Context: an optimization exercise on an open-source flow, tuned for small area. The choices shown serve that exercise and are no tape-out recipe. Function was checked by simulation only, so behaviour that the tests miss may differ from the original. No activity file was given, so power comes from the tool's default toggle rates.

--- run.sh ---
#!/bin/bash
# synth_recipe.tcl (not shown) runs the flow's synth.tcl, then flattens the netlist and writes it again
# the make line also repeats each setting of config.mk as NAME=value (left out here)
make -C /OpenROAD-flow-scripts/flow DESIGN_CONFIG=/design/flow/config.mk WORK_HOME=/design/flow/orfs CLKGATE_MAP_FILE= SYNTH_SCRIPT=/design/flow/synth_recipe.tcl finish
--- constraint.sdc ---
create_clock -name core_clock -period 20.0 [get_ports {clk}]
set_input_delay 4.0000 -clock core_clock [delete_from_list [all_inputs] [get_ports {clk}]]
set_output_delay 4.0000 -clock core_clock [all_outputs]
set_load 0.01 [all_outputs]
--- design.v ---
`timescale 1ns / 1ps
module ds18b20_light(clk,rst,ds18b20_in,ds18b20_pull,the_btn,SEG7_SEG,SEG7_SEL,ADC549_DATA,ADC549_CLK,ADC549_CS_N,led);
input  clk,rst,the_btn,ADC549_DATA;
input  ds18b20_in;      
output ds18b20_pull;    
output ADC549_CLK,ADC549_CS_N;
output [7:0] led;
output [7:0] SEG7_SEG;
output [3:0] SEG7_SEL;
reg [3:0] bc;
always @(posedge clk or posedge rst)
  if (rst) bc <= 4'd0;
  else if (bc == 4'd10) bc <= 4'd0;
  else bc <= bc + 4'd1;
wire bc0 = (bc == 4'd0);
reg [13:0] u;
always @(posedge clk or posedge rst)
  if (rst) u <= 14'd1023;
  else u <= u + 14'd1;
reg started;                           
always @(posedge clk or posedge rst)
  if (rst) started <= 1'b0;
  else if (u[10] & u[8]) started <= 1'b1;
wire first = ~started & (&u[9:0]);     
wire [2:0] a_now = u[13:11] + {2'b00, &u[10:0]};
assign SEG7_SEL = (a_now == 3'd0) ? 4'b1110 :
                  (a_now == 3'd1) ? 4'b1101 :
                  (a_now == 3'd2) ? 4'b1011 :
                  (a_now == 3'd3) ? 4'b0111 : 4'b1111;
reg [18:0] bcount;
reg        o_btn;
always @(posedge clk or posedge rst)
  if (rst) begin
    bcount <= 19'd0;
    o_btn  <= 1'b0;
  end else if (the_btn) begin
    if (bcount != 19'd500000) bcount <= bcount + 19'd1;
    o_btn <= (bcount == 19'd499999);
  end else
    bcount <= 19'd0;
reg flag0, flag1, flag2;
always @(posedge clk or posedge rst)
  if (rst) begin
    flag0 <= 1'b1; flag1 <= 1'b1; flag2 <= 1'b1;
  end else begin
    flag0 <= flag0 ^ o_btn;
    flag1 <= flag0;
    flag2 <= flag1;
  end
reg [6:0] c120;
reg       clk_r;
reg [3:0] slot;
reg       f1;                           
always @(posedge clk or posedge rst)
  if (rst) begin
    c120 <= 7'd0; clk_r <= 1'b0; slot <= 4'd0; f1 <= 1'b1;
  end else if (c120 == 7'd119) begin
    c120 <= 7'd0;
    clk_r <= ~clk_r;
    if (clk_r) begin
      if (slot == 4'd13) slot <= 4'd0;
      else if (slot == 4'd4) begin
        slot <= f1 ? 4'd5 : 4'd6;
        f1 <= 1'b0;
      end else slot <= slot + 4'd1;
    end
  end else
    c120 <= c120 + 7'd1;
reg clk_ad_r;
always @(posedge clk or posedge rst)
  if (rst) clk_ad_r <= 1'b1;
  else clk_ad_r <= ~clk_r;
assign ADC549_CLK = clk_ad_r;
wire a_ev = (c120 == 7'd119) & ~clk_r;    
wire b_ev = (c120 == 7'd0) & ~clk_r;      
reg cs;
always @(posedge clk or posedge rst)
  if (rst) cs <= 1'b1;
  else if (a_ev & (slot == 4'd0)) cs <= 1'b1;
  else if (a_ev & (slot == 4'd4)) cs <= 1'b0;
assign ADC549_CS_N = cs;
wire ad_load  = b_ev & (slot == 4'd0);
wire ad_shift = b_ev & (slot >= 4'd5);
reg [7:0] ad_sr;                       
always @(posedge clk or posedge rst)
  if (rst) ad_sr <= 8'd0;
  else if (ad_shift) ad_sr <= {ad_sr[6:0], ADC549_DATA};
reg [1:0] pl;                           
reg [7:0] ad_d;
always @(posedge clk or posedge rst)
  if (rst) begin
    pl <= 2'd0; ad_d <= 8'd0;
  end else if (ad_load) pl <= 2'd1;
  else if (bc0) begin
    if (pl == 2'd1) pl <= 2'd2;
    else if (pl == 2'd2) begin
      pl <= 2'd0;
      ad_d <= ad_sr;
    end
  end
wire [7:0] ad_data = (pl != 2'd0) ? ad_sr : ad_d;
wire [7:0] change = ~ad_data;
assign led = rst ? 8'h00 :
             (change > 8'hDF) ? 8'hFF :
             (change > 8'hBF) ? 8'h7F :
             (change > 8'h9F) ? 8'h3F :
             (change > 8'h7F) ? 8'h1F :
             (change > 8'h5F) ? 8'h0F :
             (change > 8'h3F) ? 8'h07 :
             (change > 8'h1F) ? 8'h03 :
             (change > 8'h02) ? 8'h01 : 8'h00;
reg [5:0] c50;
always @(posedge clk or posedge rst)
  if (rst) c50 <= 6'd0;
  else if (c50 == 6'd49) c50 <= 6'd0;
  else c50 <= c50 + 6'd1;
wire tick = (c50 == 6'd25);
localparam [4:0] S00 = 5'd0,  S0 = 5'd1,  S1 = 5'd2,  S2 = 5'd3,  S3 = 5'd4,
                 S4 = 5'd5,  S5 = 5'd6,  S6 = 5'd7,  S7 = 5'd8,
                 WR0 = 5'd9, WR00 = 5'd10, WR01 = 5'd11, WR1 = 5'd12,
                 RD0 = 5'd13, RD1 = 5'd14, RD2 = 5'd15, RD3 = 5'd16;
reg [4:0]  st;
reg [19:0] k;           
reg [5:0]  sp;          
reg        owb;         
reg        pbit;        
reg [1:0]  pt;          
reg [3:0]  tl;          
reg [7:0]  th;          
wire k501 = (k == 20'd501);
wire k101 = (k == 20'd101);
wire k401 = (k == 20'd401);
wire k81  = (k == 20'd81);
wire k11  = (k == 20'd11);
wire k56  = (k == 20'd56);
wire kend = (k == 20'd750001);
reg wbit;
always @(*)
  case (sp)
    6'd15, 6'd16, 6'd19, 6'd20, 6'd23, 6'd27,
    6'd32, 6'd33, 6'd36, 6'd37, 6'd39, 6'd40, 6'd41, 6'd42, 6'd43, 6'd45: wbit = 1'b1;
    default: wbit = 1'b0;
  endcase
reg       adv;        
reg [4:0] nst;
always @(*) begin
  adv = 1'b1;
  nst = st;
  case (st)
    S00:  nst = S0;
    S0:   nst = S1;
    S1:   begin adv = k501; nst = S2; end
    S2:   begin adv = k101; nst = S3; end
    S3:   nst = ds18b20_in ? S0 : S4;
    S4:   begin adv = k401; nst = S5; end
    S5:   if (sp == 6'd29) nst = S6;
          else if (sp == 6'd46) nst = S7;
          else nst = wbit ? WR01 : WR0;
    S6:   begin adv = kend | ds18b20_in; nst = S0; end
    S7:   nst = (sp == 6'd63) ? S0 : RD0;
    WR0:  begin adv = k81; nst = WR00; end
    WR00: nst = S5;
    WR01: nst = WR1;
    WR1:  begin adv = k81; nst = S5; end
    RD0:  nst = RD1;
    RD1:  begin adv = k11; nst = RD2; end
    RD2:  nst = RD3;
    RD3:  begin adv = k56; nst = S7; end
    default: nst = S00;
  endcase
end
always @(posedge clk or posedge rst)
  if (rst) begin
    st <= S00; k <= 20'd0; sp <= 6'd13; owb <= 1'b1;
  end else if (tick) begin
    k <= adv ? 20'd0 : k + 20'd1;
    if (adv) st <= nst;
    case (st)
      S0:   owb <= 1'b0;
      S1:   if (k501) owb <= 1'b1;
      S5:   begin
              sp <= sp + 6'd1;
              if (sp == 6'd29) owb <= 1'b1;
              else if (sp != 6'd46 && wbit) owb <= 1'b0;
            end
      S7:   if (sp == 6'd63) sp <= 6'd13;
            else begin sp <= sp + 6'd1; owb <= 1'b0; end
      WR0:  owb <= k81;
      WR1:  owb <= 1'b1;
      RD1:  owb <= 1'b1;
      default: ;
    endcase
  end
assign ds18b20_pull = ~owb;
wire rd_ev = tick & (st == RD2);
always @(posedge clk)
  if (rd_ev) pbit <= ds18b20_in;
always @(posedge clk or posedge rst)
  if (rst) pt <= 2'd0;
  else if (rd_ev) pt <= 2'd1;
  else if (bc0) begin
    if (pt == 2'd1) pt <= 2'd2;
    else if (pt == 2'd2) pt <= 2'd0;
  end
wire [3:0] idx = sp[3:0];
wire commit_lo = (pt != 2'd0) & (c50 == 6'd27) & (idx[3:2] == 2'd0);
wire commit_hi = (pt == 2'd2) & bc0;
always @(posedge clk or posedge rst)
  if (rst) tl <= 4'hF;
  else if (commit_lo) tl[idx[1:0]] <= pbit;
always @(posedge clk or posedge rst)
  if (rst) th <= 8'h01;
  else if (commit_hi && idx >= 4'd4 && idx <= 4'd11) th[idx - 4'd4] <= pbit;
wire [2:0] a = u[13:11];           
wire [7:0] x = flag2 ? th : ~ad_d;
function [3:0] add3;
  input [3:0] v;
  add3 = (v >= 4'd5) ? v + 4'd3 : v;
endfunction
wire [3:0] d1 = add3({1'b0, x[7:5]});
wire [3:0] d2 = add3({d1[2:0], x[4]});
wire [3:0] d3 = add3({d2[2:0], x[3]});
wire [3:0] d4 = add3({d3[2:0], x[2]});
wire [3:0] d5 = add3({d4[2:0], x[1]});
wire [3:0] e1 = add3({1'b0, d1[3], d2[3], d3[3]});
wire [3:0] e2 = add3({e1[2:0], d4[3]});
wire [3:0] ones = {d5[2:0], x[0]};
wire [3:0] tens = {e2[2:0], d5[3]};
wire [3:0] hund = {2'b00, e1[3], e2[3]};
wire [7:0] fr = {tl, 3'b000} + {2'b00, tl, 1'b0};
wire [3:0] frac = fr[7:4];
reg [3:0] nib;
always @(*)
  if (!started || a[2]) nib = 4'd0;
  else if (flag2)
    case (a[1:0])
      2'd0: nib = frac;
      2'd1: nib = ones;
      2'd2: nib = tens;
      default: nib = hund;
    endcase
  else
    case (a[1:0])
      2'd0: nib = ones;
      2'd1: nib = tens;
      2'd2: nib = hund;
      default: nib = 4'd0;
    endcase
reg [6:0] seg;
always @(*)
  case (nib)
    4'h0: seg = 7'h40;
    4'h1: seg = 7'h79;
    4'h2: seg = 7'h24;
    4'h3: seg = 7'h30;
    4'h4: seg = 7'h19;
    4'h5: seg = 7'h12;
    4'h6: seg = 7'h02;
    4'h7: seg = 7'h78;
    4'h8: seg = 7'h00;
    4'h9: seg = 7'h10;
    4'hA: seg = 7'h7E;
    4'hB: seg = 7'h7D;
    4'hC: seg = 7'h7B;
    4'hD: seg = 7'h77;
    4'hE: seg = 7'h6F;
    default: seg = 7'h5F;
  endcase
wire dp = flag1 & (a == 3'd1);
assign SEG7_SEG = first ? 8'hFF : {~dp, seg};
endmodule
--- config.mk ---
export PLATFORM = sky130hd
export DESIGN_NAME = ds18b20_light
export DESIGN_NICKNAME = ds18b20_light
export VERILOG_FILES = /design/flow/design.v
export SDC_FILE = /design/flow/constraint.sdc
export NUM_CORES = 4
export LEC_CHECK = 0
export CAP_MARGIN = 20
export CORE_MARGIN = 2
export CORE_UTILIZATION = 40
export SLEW_MARGIN = 20
==> out/metrics.yaml <==
outcome:
  status: "complete, no violations"
die:
  io_pins: 28
  core_area_um2: 21700
  die_h_um: 152
  die_w_um: 152
  rows: 54
  start_util: 0.404
  dieArea_um2: 23100
critical_path:
  cp-end-kind: "output port"
  required_ns: 16.00
  regToRegEndpoint: "st[3]"
  reg2reg_slack_ns: 15.84
  rr_worst_depth: 10
  slowest_delay_ns: 0.90
  crit_type: "reg -> out"
  critPathMaxFanout: 34
  cpMostUsedCell: "ha_1"
  cp_slowest_cell: "dfstp_2"
  timing.rr.start: "st[1]"
  start_kind: "flip-flop"
  arrival_ns: 8.16
timing:
  setup_violations: 0
  fin_tns_setup_ns: 0
  rsz0062_at_grt: "no"
  period_share: 0.608
  worst_pin_slew_ns: 1.01
  max_freq_ghz: 0.0823
  period_needed_ns: 12.16
  hold_violations: 0
  slew_headroom: 0.308
  finalMaxSlewViolations: 0
  skew_ns: 0.00905
worst_hold_path:
  min-delay-start: "flag1"
  hold_path_class: "reg -> reg"
  hold-path-endpoint: "flag2"
  holdPathStages: 0
synth:
  synth.area.top_cells: "dfrtp_1 29%, dfstp_2 7.5%, ha_1 5.6%"
  yosysTopAreaCell: "dfrtp_1"
  synth_edf_count: 1
  synth_area_um2: 8770
  syn_avg_cell_area_um2: 8.83
  synth_compound_area_frac: 0.180
  synthArstFlopShare: 0.992
  syn_inst: 993
  synth_adder_area_share: 0.0591
  ys_warn_count: 1
  synth_top_family_by_area: "simple AND/OR/NAND/NOR gates"
  yosys.area_share.xor_xnor: 0.0618
  yosysSeqAreaShare: 0.369
  synth_ff_type: "dfrtp_1"
  yosys_register_bits: 128
  synthMuxAreaShare: 0.0532
  synth_top_area_share: 0.291
  syn_nets: 1038
  yosys.area_share.simple: 0.237
  ys_types: 92
global_route:
  grt_antenna_before_repair: 0
  grt_overflow: 0
  grt_pass1_wl_mm: 33.4
  grtUsageTotal: 0.171
  grt_pass1_vias: 6744
  grt_max_degree: 77
cts:
  cts_setup_buffers: 0
  root_buffer: "clkbuf_16"
  cts.sinks: 128
  cts_hold_buf: 0
  clock_latency_ns: 0.42
  cts_max_level: 4
  cts_repair_resize_count: 0
  cts_tree: "built"
  numCtsBuffers: 17
  clock_path_buffers: 2
  cts.reportedPaths.clkPinSlew_ns: 0.06
detailed_routing:
  wl_per_cell_um: 14.7
  first_pass_iters: 5
  drt_wl_total_mm: 19.1
  drt-initial-drc-count: 431
  drc_errors: 0
  via_per_inst: 5.51
  postRouteAntennaNets: 0
  num_vias: 7150
place:
  io_buffers: 27
  dp_hpwl_mm: 13.8
  placed_area_um2: 9250
  gp_congestion: 0.852
  placed_cells: 1266
power_and_ir_drop:
  pwr-share-comb: 0.019
  pwr-share-clk: 0.557
  power_frac_seq: 0.424
  swShare: 0.195
  switchingPower_uw: 120
  peakVddDrop_uv: 60.2
  cellLeakagePower_uw: 0.00414
  power.internal_uw: 495
  power_density_nw_per_um2: 62.0
layout:
  design_area_um2: 9910
  stdcell_count: 1298
  final_common_cell: "nand2_1"
  fillers: 2067
  drive_above_1_share: 0.116
  layout_common_cells: "103 x nand2_1, 102 x dfrtp_1, 89 x nor2_1, 50 x o21ai_0, 45 x a21oi_1"
  nNetsFinal: 1050
  area_growth_pct: 13.0
  antenna_cells: 0
flow_run:
  maxCapViolations: 0
per-stage QoR:
step	utilization	worst slack (ns)	total power (uW)	hold WS (ns)
finish	0.457	7.84	615	0.372
global route	0.457	7.09	640	0.380
detailed placement	0.427	8.33	277	0.371
CTS	0.457	7.87	625	0.376
floorplan	-	8.43	272	0.351
global placement	0.427	8.58	277	0.370
synth_stat cells (10+ instances only):
cell       instances
nor2b_1           14
inv_1             41
xor2_1            18
nand4_1           21
mux2_2            28
nor4_1            16
o31ai_1           14
a31oi_1           12
and3_1            10
ha_1              39
dfrtp_1          102
mux2i_1           10
o2111ai_1         10
nand2b_1          15
nand3_1           43
xnor2_1           42
clkbuf_1          27
dfstp_2           25
nor2_1            89
and2_1            22
nand2_1          103
o21ai_0           50
a21oi_1           45
nor3_1            26
or3_1             10
routing by layer:
layer,up-vias,share of wire,wire length [um],track usage
met5,-,0,0,0
met1,3398,0.50,9530,0.246
met2,107,0.45,8630,0.265
met3,17,0.035,661,0.0337
li1,3628,-,-,-
met4,0,0.013,251,0.0432
worst max path at each step:
stage | slack (ns) | end | from | depth (start not counted)
5_1_grt | 7.09 | SEG7_SEG[0] | flag2 | 31
4_1_cts | 7.87 | SEG7_SEG[0] | flag2 | 31
3_3_place_gp | 8.58 | SEG7_SEG[0] | flag2 | 28
6_report | 7.84 | SEG7_SEG[0] | flag2 | 28
3_5_place_dp | 8.33 | SEG7_SEG[0] | flag2 | 28
2_1_floorplan | 8.43 | led[3] | rst | 3
cells by family after synthesis:
family / after synthesis
simple gates: 410
flops: 128
mux: 41
xor+xnor: 61
compound gates: 226
buf+inv: 86
fa+ha+maj: 41
power by group through the flow:
stage               clock, uW  combinational [uW]  sequential, uW
floorplan                   0                6.56             265
global placement            0                12.0             265
detailed placement          0                12.2             265
CTS                       352                12.3             261
global route              366                13.6             261
finish                    343                11.6             261
state kept, by name, summed over array words and instances (netlist names), 2 cells and up:
signal  count
th          8
sp          6
bc          4
ad_sr       8
k          20
u          14
ad_d        8
tl          4
slot        4
bcount     19
pl          2
c120        7
c50         6
st          5
pt          2
critical path, delay by kind of cell (launching register included):
family                   cells  cell delay, ns
AO/OA/AOI/OAI               10            2.55
AND/OR/NAND/NOR              7            1.28
multiplexers                 2            1.24
flip-flops                   1            0.90
adder cells (fa/ha/maj)      4            0.89
buffers and inverters        5            0.85
final cells by class:
class / count / area (um2) / area share
Clock inverter: 10 / 181 / 0.0183
Inverter: 48 / 183 / 0.0184
Clock buffer: 22 / 475 / 0.0480
Tap cell: 280 / 350 / 0.0353
Multi-Input combinational cell: 779 / 5180 / 0.523
Sequential cell: 128 / 3240 / 0.327
Timing Repair Buffer: 31 / 300 / 0.0303

[port drivers added, routing unchanged]
The flow's constraints put no driver on any port. The routed layout listed below was extracted and timed again, unchanged, in two steps.
Step 1, drivers: a clkbuf_16 drives clk and a buf_2 each remaining input, both assumed.
Step 2, shift: input delay + t, output delay - t, t = (earliest + latest rising clock arrival at the registers) / 2. This alone moves slack from input paths to output paths.
Slacks: ideal / step 1 / step 2; pairs: ideal / step 1.
t (ns): 0.455
setup slack, ns: 7.845 / 7.802 / 8.257
hold slack, ns: 0.372 / 0.372 / 0.372
worst register clock-pin slew, ns: 0.06 / 0.06
After both steps setup and hold are still met in this run. The setup slack of this run moves by -0.043 ns with the drivers and by +0.412 ns with both steps.
